Background: an optimization exercise with open tools, aiming at small area, a short achievable clock period and few clock cycles. Do not read the settings as production practice. For this run, only the layout was checked, not whether the RTL still works. Power figures rest on the tool's default switching activity, not on a simulated workload.

### design/flow/config.mk
export PLATFORM = sky130hd
export DESIGN_NAME = cpu
export DESIGN_NICKNAME = cpu
export VERILOG_FILES = /design/flow/design.v
export SDC_FILE = /design/flow/constraint.sdc
export NUM_CORES = 4
export LEC_CHECK = 0
export CAP_MARGIN = 20
export CORE_MARGIN = 2
export CORE_UTILIZATION = 40
export PLACE_DENSITY = 0.6
export SETUP_SLACK_MARGIN = 5
export SLEW_MARGIN = 20
### design/flow/constraint.sdc
create_clock -name core_clock -period 8.0 [get_ports {CLK}]
set_input_delay 1.6000 -clock core_clock [delete_from_list [all_inputs] [get_ports {CLK}]]
set_output_delay 1.6000 -clock core_clock [all_outputs]
set_load 0.01 [all_outputs]
### design/flow/design.v
module cpu (
  output [15:0] imem_addr,
  input  [15:0] imem_rdata,
  output [15:0] dmem_addr,
  input  [15:0] dmem_rdata,
  output [15:0] dmem_wdata,
  output        dmem_write,
  input         start,
  input         stop,
  input         CLK,
  input         RSTN
  );
  reg  [15:0] pc;         
  reg         run;        
  reg  [15:0] ir;         
  reg         rv;         
  reg  [15:0] ra, rb;     
  reg         e_st;       
  reg         e_wen;      
  reg         e_mlt;      
  reg         e_ld, e_sgt;
  reg  [2:0]  e_dst;
  reg  [127:0] rf;        
  reg  [7:0]  rvld;       
  wire [1:0] op = ir[15:14];
  wire [2:0] fd = ir[13:11];
  wire [2:0] fs = ir[10:8];
  wire [2:0] ft = ir[7:5];
  wire [4:0] fn = ir[4:0];
  wire [15:0] imm = {{8{ir[7]}}, ir[7:0]};
  wire op0   = (op == 2'b00);
  wire d_st  = op0 & (fd == 3'b000) & (fn == 5'b00000);
  wire d_ld  = op0 & (ft == 3'b000) & (fn == 5'b00001);
  wire d_add = op0 & (fn == 5'b00010);
  wire d_sgt = op0 & (fn == 5'b00100);
  wire d_mlt = op0 & (fn == 5'b00101);
  wire d_li  = (op == 2'b01) & (fs == 3'b000);
  wire d_b   = (op == 2'b10) & (fd == 3'b000) & (fs == 3'b000);
  wire d_bnz = (op == 2'b10) & (fd == 3'b001);
  wire d_bz  = (op == 2'b10) & (fd == 3'b010);
  wire [15:0] sum = ra + rb;
  wire gt = ra > rb;
  wire [15:0] res = e_ld  ? dmem_rdata :
                    e_sgt ? {16{gt}} : sum;
  wire z_add = ((ra ^ rb) == {ra[14:0] | rb[14:0], 1'b0});
  wire z_ex  = e_sgt ? ~gt : z_add;
  wire [16:0] bx = {rb, 1'b0};
  wire [15:0] ra1 = {ra[14:0], 1'b0};
  reg  [15:0] pp [0:7];
  reg  [15:0] nb;
  reg  [15:0] row;
  reg         one, two, neg;
  integer j;
  always @* begin
    nb = 16'h0000;
    for (j = 0; j < 8; j = j + 1) begin
      one = bx[2*j+1] ^ bx[2*j];
      two = (bx[2*j+2] & ~bx[2*j+1] & ~bx[2*j]) | (~bx[2*j+2] & bx[2*j+1] & bx[2*j]);
      neg = bx[2*j+2];
      row = ({16{one}} & ra | {16{two}} & ra1) ^ {16{neg}};
      pp[j] = row << (2*j);
      nb[2*j] = neg;
    end
  end
  function [31:0] csa;    
    input [15:0] x, y, z;
    begin
      csa[15:0]  = x ^ y ^ z;
      csa[31:16] = {(x[14:0] & y[14:0]) | (x[14:0] & z[14:0]) | (y[14:0] & z[14:0]), 1'b0};
    end
  endfunction
  wire [31:0] l1a = csa(pp[0], pp[1], pp[2]);
  wire [31:0] l1b = csa(pp[3], pp[4], pp[5]);
  wire [31:0] l1c = csa(pp[6], pp[7], nb);
  wire [31:0] l2a = csa(l1a[15:0], l1a[31:16], l1b[15:0]);
  wire [31:0] l2b = csa(l1b[31:16], l1c[15:0], l1c[31:16]);
  wire [31:0] l3  = csa(l2a[15:0], l2a[31:16], l2b[15:0]);
  wire [31:0] l4  = csa(l3[15:0], l3[31:16], l2b[31:16]);
  wire [15:0] rf_s = rf[{fs, 4'b0000} +: 16] & {16{rvld[fs]}};
  wire [15:0] rf_t = rf[{ft, 4'b0000} +: 16] & {16{rvld[ft]}};
  wire fwd_s = e_wen & (e_dst == fs);
  wire fwd_t = e_wen & (e_dst == ft);
  wire [15:0] vs = fwd_s ? res : rf_s;
  wire [15:0] vt = fwd_t ? res : rf_t;
  wire zs = fwd_s ? z_ex : (rf_s == 16'h0000);
  wire hazard = (d_bnz | d_bz) & e_wen & e_ld & (e_dst == fs);
  wire taken  = d_b | (d_bnz & ~zs) | (d_bz & zs);
  wire issue  = rv & run & ~e_mlt & ~hazard;
  wire fetch  = ~rv | issue;
  wire [8:0]  lo_t   = {1'b0, pc[7:0]} + {1'b0, ir[7:0]};
  wire [8:0]  lo_i   = {1'b0, pc[7:0]} + 9'd1;
  wire [7:0]  hi_inc = pc[15:8] + 8'd1;
  wire [7:0]  hi_dec = pc[15:8] - 8'd1;
  wire [15:0] pc_inc = {lo_i[8] ? hi_inc : pc[15:8], lo_i[7:0]};
  wire [15:0] target = {(lo_t[8] & ~ir[7]) ? hi_inc :
                        (~lo_t[8] & ir[7]) ? hi_dec : pc[15:8], lo_t[7:0]};
  always @(posedge CLK or negedge RSTN) begin
    if (!RSTN) begin
      pc    <= 16'h0000;
      run   <= 1'b0;
      rv    <= 1'b0;
      e_st  <= 1'b0;
      e_wen <= 1'b0;
      e_mlt <= 1'b0;
      rvld  <= 8'h00;
    end else begin
      if (start)
        run <= 1'b1;
      else if (stop)
        run <= 1'b0;
      if (issue & taken) begin
        pc <= target;
        rv <= 1'b0;
      end else if (fetch) begin
        pc <= pc_inc;
        rv <= 1'b1;
      end
      e_st  <= issue & d_st;
      e_wen <= (issue & (d_ld | d_add | d_sgt | d_li)) | e_mlt;
      e_mlt <= issue & d_mlt;
      if (e_wen)
        rvld[e_dst] <= 1'b1;
    end
  end
  always @(posedge CLK) begin
    if (fetch)
      ir <= imem_rdata;
    if (e_mlt) begin
      ra    <= l4[15:0];
      rb    <= l4[31:16];
      e_ld  <= 1'b0;
      e_sgt <= 1'b0;
    end else begin
      ra    <= d_li ? 16'h0000 : vs;
      rb    <= d_li ? imm : vt;
      e_ld  <= d_ld;
      e_sgt <= d_sgt;
      e_dst <= fd;
    end
  end
  genvar i;
  generate
    for (i = 0; i < 8; i = i + 1) begin : g_rf
      always @(posedge CLK) begin
        if (e_wen && e_dst == i)
          rf[16*i +: 16] <= res;
      end
    end
  endgenerate
  assign imem_addr  = pc;
  assign dmem_addr  = ra;
  assign dmem_wdata = rb;
  assign dmem_write = e_st;
endmodule
### design/flow/run.sh
#!/bin/bash
# synth_recipe.tcl (not shown) runs the flow's synth.tcl, then flattens the netlist and writes it again
# the make line also repeats each setting of config.mk as NAME=value (left out here)
make -C /OpenROAD-flow-scripts/flow DESIGN_CONFIG=/design/flow/config.mk WORK_HOME=/design/flow/orfs CLKGATE_MAP_FILE= SYNTH_SCRIPT=/design/flow/synth_recipe.tcl finish
==> notes.md <==
Floorplanning
The initial utilization of the core area, before any placement, comes to about two fifths. The floorplan step set the die height to between 200 and 250 um. For this design the top-level I/O count stands at 85. The floorplan has 73 rows. The area of the die is about 42000 sq um. The horizontal extent of the die is slightly above 200 um. The region available for standard cell placement spans ~40000 sq um.

CTS
Clock tree synthesis selected as its root buffer the cell clkbuf_16. Clock tree synthesis inserted a total of 23 buffers. The number of hold buffers added after CTS was 0. The clock tree from TritonCTS is built. The number of sinks on the clock net is 210.

After clock tree synthesis, the clock-pin slew on the worst setup and hold paths is 70 ps. No sink is reached through more buffers than the 3 on the longest clock path. For the worst-skew pair, the clock arrives at the later sink with an insertion delay of 510 ps.

The level count of the clock H-tree is 1.

Global route
Entering global routing, the biggest net connects 40 pins. The via count of the first global-routing pass is between 10000 and 15000. The global-route wire length before repair is a little over 90 mm. The number of antenna violations at the first check in global routing is 2.

After global routing the overflow that remains totals 0. The aggregate global-route resource usage is around 29%.

Routing
The first detailed-routing pass ran for 9 iterations. Summed over all layers, the routed wires come to between 60 and 70 mm. The overall via count from detail_route is roughly 16000. In the routed design, unresolved DRC markers number 0. The post-detailed-route count of antenna-violating nets is 0. The post-detailed-route via-to-cell ratio is 6.31. For this block, the initial DRC count from the detailed router was ~2100. The wire length per cell is about 26 um.

Place
The setup slack after placement is approximately 3400 ps. The placed wire-length estimate after detailed placement is 35.6 mm. After detailed placement, the total cell area comes to between 15000 and 20000 sq um. The count of buffers added on input and output ports is between 80 and 90. The global placer's final weighted congestion is between 0.8 and 0.9.

Yosys
The proportion of synthesized chip area in sequential cells is 36.0%. The number of cells produced by synthesis is about 1700. The count of different cell masters after synthesis is 73. The count of flip-flops with a built-in enable after synthesis is between 100 and 150. Sorting the synthesized cells by area gives the leading types as edfxtp_1, mux4_2, ha_1. The mean area per synthesized cell is roughly 9.7 sq um. The top cell type by total area after synthesis is edfxtp_1. In the synthesized netlist the dominant register cell turns out to be edfxtp_1. The most frequently used cell type in the post-synthesis netlist is a21oi_1.

The area fraction of the dominant cell type after synthesis is 27.3%. Of all flip-flops after synthesis, the portion carrying an async set or reset was roughly 14%. The number of nets in the synthesized netlist is 1826. The post-synthesis instance area is 16200 sq um. The post-synthesis sequential element count is 210. During synthesis, Yosys emitted a total of 2 warnings. The commonest cells after synthesis are a21oi_1, edfxtp_1, nand2_1.

Pwr
The maximum ir drop on the vdd rail is approximately 0.14 mV. The static power due to leakage is 8.73 nW. Power spread over the standard cell area amounts to a little under 300 nW/um^2.

Worst setup path
The worst-path maximum fanout is 6. The kind of end point of the critical path is a flop. At the worst endpoint, the required time is about 8400 ps.

The worst setup path is launched from a flop. The slowest cell on the critical path is fa_1. The dominant cell type by count on the critical path is xnor2_1. The delay of the slowest cell on the worst path is approximately 440 ps. At the worst endpoint, the arrival time is between 4000 and 5000 ps. The classification of the worst setup path is flop to flop. Counting both buffers and inverters, the worst setup path holds a total of 2. Among cell families on the critical path, the largest total delay comes from adder cells. Walking the worst path, the cells encountered are clkinvlp_4 -> o311ai_1 -> o21ai_1 -> o21ai_2 -> fa_1 -> inv_2 -> fa_1 -> fa_2 -> xnor2_2 -> xnor2_2 -> xnor2_1 -> xnor2_1 -> xnor2_1 -> xnor2_1 -> nand2_1 -> o221ai_1.

STA
The final critical-path required period is 3850 ps. For the pin with the worst max-slew slack, the measured transition is ~1100 ps. The setup TNS is 0 ps.

Based on the critical path, the design can be clocked at up to 260 MHz. The final count of pins violating max slew is 0. The setup clock skew after layout is approximately 13 ps. The final critical path takes up between 40% and 50% of the cycle. Setup slack closes at 4150 ps.

The total setup violations reported at the end of the flow is 0. The number of endpoints with negative hold slack in the final report is 0. Measured against its own limit, the worst slew margin works out to between 20% and 30%. Setup repair after global routing could not meet its margin everywhere.

Cells and area
The number of nets in the finished design is roughly 2100. The layout cell share with drive strength beyond 1 is 37.9%. The area growth from synthesis to layout is 39.5%.

The finished cells cover 22600 sq um. Cells fill between 50% and 60% of the core in the end.

Run status
The run finished with no timing, DRC or antenna violations.

Min path
The worst hold path belongs to the class flop to flop.

Job
The tool flagged a number of max-cap violations equal to 0.
==> metal layers <==
layer	global-route usage (%)	routed length [um]	up-vias
li1	-	-	6660
met3	6.12	7240	344
met2	45.6	29000	1078
met4	17.6	5030	2
met5	0	10	-
met1	37.4	24200	7569
==> stage by stage <==
stage	hold WS (ps)	total power, mW	std cells
floorplan	430	3.44	1662
global placement	478	4.22	2155
detailed placement	471	4.24	2155
CTS	489	6.12	2411
global route	508	7.03	2475
finish	486	6.73	2479
==> logic make-up after synthesis <==
logic type	share of synthesized area (%)
buffers and inverters	6.09
DFF	36.0
muxes	12.5
AOI/OAI and AO/OA	17.8
adders and majority gates	11.8
xor gates and xnor gates	5.09
and+or+nand+nor	10.8
==> final cells by class <==
cell class,instances,area [sq um]
Timing Repair Buffer,379,3970
Fill cell,3257,17300
Multi-Input combinational cell,1201,10700
Clock inverter,14,97.6
Tap cell,525,657
Inverter,119,563
Clock buffer,27,591
Antenna cell,4,10.0
Sequential cell,210,5950
==> timing repair <==
item                                    in CTS  in global routing
buffers inserted                           206                 60
endpoints found under the setup margin     241                210
resized for setup                          410                202
gates cloned                                 9                  2
pin swaps                                   82                 89
==> placed cells by master, fill, tap and decap left out, types with 16 or more instances in the layout <==
cell type	synthesis	final
a21oi_2	0	53
mux2i_1	44	40
fa_2	0	16
dlygate4sd2_1	0	30
xnor2_1	58	50
buf_12	0	27
inv_1	112	63
nand3_1	63	61
ha_4	0	19
clkbuf_16	0	25
edfxtp_1	147	147
clkdlybuf4s50_1	0	35
dfrtp_1	29	18
nor3_1	24	19
dfxtp_4	0	29
o22ai_1	43	28
o21ai_1	1	29
o21ai_0	124	71
fa_1	40	24
nor2_1	102	86
inv_2	1	27
nand2_1	132	124
ha_1	88	63
xor2_1	36	35
mux4_2	66	66
a21oi_1	182	123
buf_6	3	67
buf_4	3	177
o21ai_2	0	20
==> registers in the layout, summed over array words and instances (netlist names), 3 cells and up <==
name,cells
ir,16
e_dst,3
rvld,8
rf,128
rb,16
ra,16
pc,16
==> path summary, 6_finish.rpt <==
kind / from / end / slack, ps / cells after the start
max in group asynchronous: RSTN / pc[12] / 6200 / 2
setup reg to reg: rb[4] / ra[15] / 4150 / 16
min in group asynchronous: RSTN / pc[3] / 1470 / 2
hold reg to reg: pc[15] / pc[15] / 490 / 1
setup / recovery: rb[4] / ra[15] / 4150 / 16
hold / removal: pc[15] / pc[15] / 490 / 1
==> power by group <==
part	leakage [nW]	internal [mW]	switching, mW	total, mW
sequential	2.02	1.36	0.179	1.54
clock	0.338	0.560	0.434	0.995
combinational	6.37	1.89	2.30	4.19
total	8.73	3.81	2.91	6.73

[what the ideal ports hide]
The results above use ideal ports. As a check the final layout listed here was re-extracted and re-timed, cells and wires unchanged.
Step 1 (the two cells are an assumption about what drives the block):
set clk [get_ports {CLK}]
set_driving_cell -lib_cell sky130_fd_sc_hd__clkbuf_16 $clk
set_driving_cell -lib_cell sky130_fd_sc_hd__buf_2 [delete_from_list [all_inputs] $clk]
Step 2, shift: input delay + t, output delay - t, t = (earliest + latest rising clock arrival at the registers) / 2. This alone moves slack from input paths to output paths.
Three values: no drivers, after step 1, after step 2; two values: the first two.
shift t [ns]: 0.562
setup WS [ns]: 4.154 / 4.154 / 4.154
worst setup path at the end: register to register
latest minus earliest clock arrival (ns): 0.013 / 0.013
worst slew at a driven data input, ns: 0.05
After both steps setup and hold are still met in this run. For this run, drivers alone change the setup slack by 0.000 ns; drivers and shift together by 0.000 ns.
